Background: an optimization exercise with open tools, aiming at small area. Do not read the settings as production practice. Only simulation tests tie the RTL to the original design; equivalence was not proved.

Design gomoku, start of the top module:
module gomoku(
    input        clk,
    input        rst,
    input        Btn0,
    output [3:0] VGA_R,     output [3:0] VGA_G,  output [3:0] VGA_B,
    output       VGA_HS,    output       VGA_VS,
    output [3:0] KeyPadRow, input  [3:0] KeyPadCol,
    output [7:0] Dot_row,
    output [7:0] Dot1_col,
    output [7:0] Dot2_col,
    output [6:0] HEX0,      output [6:0] HEX1
);
clock: 12.0 ns
lec_check: 0
abc_area: 0
cap_margin: 5
core_margin: 2
core_utilization: 70
slew_margin: 5
standard.sh (not shown) runs the stock make flow with config.mk's settings and CLKGATE_MAP_FILE= SYNTH_SCRIPT=/design/flow/synth_recipe.tcl, a recipe that flattens the netlist after the stock synthesis.
==> flow/flow/run.sh <==
#!/bin/bash
# Layout flow: the standard ORFS flow (same config.mk, same steps and
# synthesis script) with four changes:
#   - ABC maps the logic with flow/abc.script (area oriented, no buffering)
#   - adders are left to ABC (no separate half/full adder mapping)
#   - the port buffers are sky130_fd_sc_hd__buf_1
#   - clock tree synthesis inserts no dummy loads
# Each tool's full output is kept under orfs/logs; make's own output in make.log.
set -euo pipefail
W=$(pwd)
cat > "$W/flow_synth.tcl" <<EOS
proc abc {args} {
  set i [lsearch \$args -script]
  if {\$i >= 0} { lset args [expr {\$i + 1}] $W/flow/abc.script }
  yosys abc {*}\$args
}
source $W/synth_recipe.tcl
EOS
make -C "$FLOW_HOME" DESIGN_CONFIG="$W/config.mk" WORK_HOME="$W/orfs" CLKGATE_MAP_FILE= \
    SYNTH_SCRIPT="$W/flow_synth.tcl" ADDER_MAP_FILE= \
    BUFFER_PORTS_ARGS="-buffer_cell sky130_fd_sc_hd__buf_1" \
    CTS_ARGS="-sink_clustering_enable -repair_clock_nets -sink_clustering_size 8 -sink_clustering_max_diameter 40 -buf_list sky130_fd_sc_hd__clkbuf_4 -dont_use_dummy_load" \
    finish > "$W/make.log" 2>&1
R="$W/orfs/results/$FLOW_PLATFORM/gomoku/base"
: # left out here: write the final layout as DEF
==> flow/flow/abc.script <==
strash
dc2
dch -f
amap
&get -n
&st
&deepsyn -T 60
&dch -f
&nf -p -R 1000 -C 32 -F 8
&put
Change:
--- a/flow/design.v
+++ b/flow/design.v
@@ -5,54 +5,30 @@
     output [3:0] VGA_R,     output [3:0] VGA_G,  output [3:0] VGA_B,
     output       VGA_HS,    output       VGA_VS,
     output [3:0] KeyPadRow, input  [3:0] KeyPadCol,
     output [7:0] Dot_row,
     output [7:0] Dot1_col,
     output [7:0] Dot2_col,
     output [6:0] HEX0,      output [6:0] HEX1
 );
     reg [5:0] ph;
     always @(posedge clk or negedge rst) begin
         if (!rst) ph <= 6'd2;
-        else      ph <= inc6(ph);
+        else      ph <= ph + 6'd1;
     end
     wire       en_vga = ~ph[0];
     wire       tick   = ph[1] & ph[0];
     wire [1:0] krow   = ph[3:2];
     wire [2:0] drow   = ph[5:3] + {2'b00, ph[2] & ph[1]};
     assign KeyPadRow = ~(4'b0001 << krow);
     assign Dot_row   = ~(8'b00000001 << drow);
-    function [5:0] inc6;
-        input [5:0] x;
-        integer b;
-        reg t;
-        begin
-            t = 1'b1;
-            for (b = 0; b < 6; b = b + 1) begin
-                inc6[b] = x[b] ^ t;
-                t = t & x[b];
-            end
-        end
-    endfunction
-    function [3:0] dec4;
-        input [3:0] x;
-        integer b;
-        reg t;
-        begin
-            t = 1'b1;
-            for (b = 0; b < 4; b = b + 1) begin
-                dec4[b] = x[b] ^ t;
-                t = t & ~x[b];
-            end
-        end
-    endfunction
     function ge5;                
         input [4:0] x;
         input [4:0] c;
         integer b;
         begin
             ge5 = 1'b1;
             for (b = 0; b < 5; b = b + 1)
                 ge5 = c[b] ? (x[b] & ge5) : (x[b] | ge5);
         end
     endfunction
     function ge10;               
@@ -106,23 +82,23 @@
             ev1 <= 1'b0;
             ev2 <= ev1;
             if (kst == 3'd0) begin
                 if (key_any) begin
                     kst <= 3'd1;
                     kc  <= kc_now;
                     ev1 <= 1'b1;
                 end
             end else if (kst == 3'd7) begin
                 kst <= 3'd0;
             end else begin
-                kst <= key_any ? 3'd1 : inc6({3'd0, kst}) ;
+                kst <= key_any ? 3'd1 : kst + 3'd1;
             end
         end
     end
     wire key_valid = tick & ev2;
     reg       cp;            
     reg [1:0] place_result;
     reg       game_over;
     reg       turn_reset;
     reg       pending;       
     reg       btn0_prev;
     reg [3:0] cur_r, cur_c;
@@ -197,25 +173,25 @@
             tout <= 1'b0;
             if (turn_reset) begin
                 tcnt  <= 9'd0;
                 sec_t <= 4'd9;
                 sec_o <= 4'd9;
             end else if (!game_over) begin
                 if (tend) begin
                     tcnt <= 9'd0;
                     if (sec_t != 4'd0 || sec_o != 4'd0) begin
                         if (sec_o == 4'd0) begin
                             sec_o <= 4'd9;
-                            sec_t <= dec4(sec_t);
+                            sec_t <= sec_t - 4'd1;
                         end else begin
-                            sec_o <= dec4(sec_o);
+                            sec_o <= sec_o - 4'd1;
                         end
                         if (sec_t == 4'd0 && sec_o == 4'd1) tout <= 1'b1;
                     end
                 end else begin
                     tcnt <= {tcnt[7:0], ~(tcnt[8] ^ tcnt[4])};
                 end
             end
         end
     end
     assign timeout_pulse = tout;
     function [6:0] seg7;
@@ -386,52 +362,52 @@
     end
     wire h_last = (hc == 5'd25) && (hx == 5'd3);      
     wire h_wrap = (hc == 5'd28) && (hx == 5'd15);     
     always @(posedge clk or negedge rst) begin
         if (!rst) begin
             hc <= 5'd25; hx <= 5'd4;
             vc <= 5'd18; vy <= 5'd5;
         end else if (en_vga) begin
             if (h_wrap) begin
                 hc <= 5'd0; hx <= 5'd0;
             end else if (hx == 5'd27) begin
-                hc <= inc6({1'b0, hc}); hx <= 5'd0;
+                hc <= hc + 5'd1; hx <= 5'd0;
             end else begin
-                hx <= inc6({1'b0, hx});
+                hx <= hx + 5'd1;
             end
             if (h_last) begin
                 if (vc == 5'd18 && vy == 5'd20) begin
                     vc <= 5'd0; vy <= 5'd0;
                 end else if (vy == 5'd27) begin
-                    vc <= inc6({1'b0, vc}); vy <= 5'd0;
+                    vc <= vc + 5'd1; vy <= 5'd0;
                 end else begin
-                    vy <= inc6({1'b0, vy});
+                    vy <= vy + 5'd1;
                 end
             end
         end
     end
     wire h0 = (hc == 5'd25) && (hx == 5'd4);           
     wire hs_on = ge10({hc, hx}, {5'd20, 5'd1}) & ~ge10({hc, hx}, {5'd23, 5'd13});
     assign VGA_HS = ~hs_on;
     wire vs_on = h0 ? ((vc == 5'd16 && vy == 5'd27) || (vc == 5'd17 && vy == 5'd0))
                     : (vc == 5'd16 && (vy == 5'd26 || vy == 5'd27));
     assign VGA_VS = ~vs_on;
     wire left_border = ge10({hc, hx}, {5'd25, 5'd4});                  
     wire vis_x = left_border | ~ge10({hc, hx}, {5'd19, 5'd12});
     wire vis_y = ge10({vc, vy}, {5'd18, 5'd5}) | ~ge10({vc, vy}, {5'd16, 5'd16});
     wire visible  = vis_x & vis_y;
     wire in_board = ~hc[4] & ~vc[4];
     reg [1:0] vcell;         
     wire in_sq_x  = ge5(hx, 5'd4) & ~ge5(hx, 5'd24);
     wire vtail    = ge5(hx, 5'd24);                    
-    assign nc     = hc[4] ? 4'd0 : (vtail ? inc6({2'b0, hc[3:0]}) : hc[3:0]);
+    assign nc     = hc[4] ? 4'd0 : hc[3:0] + {3'd0, vtail};
     wire vref     = ~busy & (hc[4] | ~in_sq_x);
     wire vw       = wen & (cur_r == vc[3:0]) & (cur_c == nc);
     always @(posedge clk or negedge rst) begin
         if (!rst) vcell <= 2'b00;
         else      vcell <= (vref ? {cqr[0], cor[0]} : vcell) | {vw & cp, vw};
     end
     wire v_occ = vcell[0];
     wire v_p2  = vcell[1];
     wire is_cursor = (vc[3:0] == cur_r) && (hc[3:0] == cur_c);
     wire grid_pixel = (hx == 5'd0) || (vy == 5'd0) || (hx == 5'd27) || (vy == 5'd27);
     wire in_stone   = in_sq_x & ge5(vy, 5'd4) & ~ge5(vy, 5'd24);
The new run completed with no timing, DRC or antenna violations.
Synthesized cell count came out higher by 1.6%.
Cell area hardly moves.
Sequential share of layout area hardly moves.
Cell count goes up by 1.2%.
Global-route usage fell by 0.69 points.
Wire length went down by 0.81%.
Fmax went up by 0.32%.

## static timing again, ports no longer ideal
In the flow no input, the clock included, has a driving cell. The finished layouts below were timed again as built, in two steps. Step 1, drivers: a clkbuf_16 drives clk and a buf_2 each remaining input, both assumed. Step 2 moves the port delays by t, midway between the first and last clock arrival at a register: inputs arrive t later, outputs are due t later. That takes back most of the time a late clock gives input paths. Slacks: ideal ports / drivers / drivers and shift; pairs: ideal ports / drivers.
run | shift t [ns] | setup WS [ns] | hold slack, ns | worst setup path at the end | worst data-port slew with drivers (ns)
the first run | 0.869 | 1.567 / 1.587 / 0.718 | 0.459 / 0.459 / 0.459 | input to register | 0.04
the second run | 0.862 | 1.600 / 1.630 / 0.769 | 0.464 / 0.464 / 0.464 | input to register | 0.03
After both steps every run listed still meets setup and hold. For the first run, which loses most, drivers alone change the setup slack by +0.020 ns; drivers and shift together by -0.849 ns.
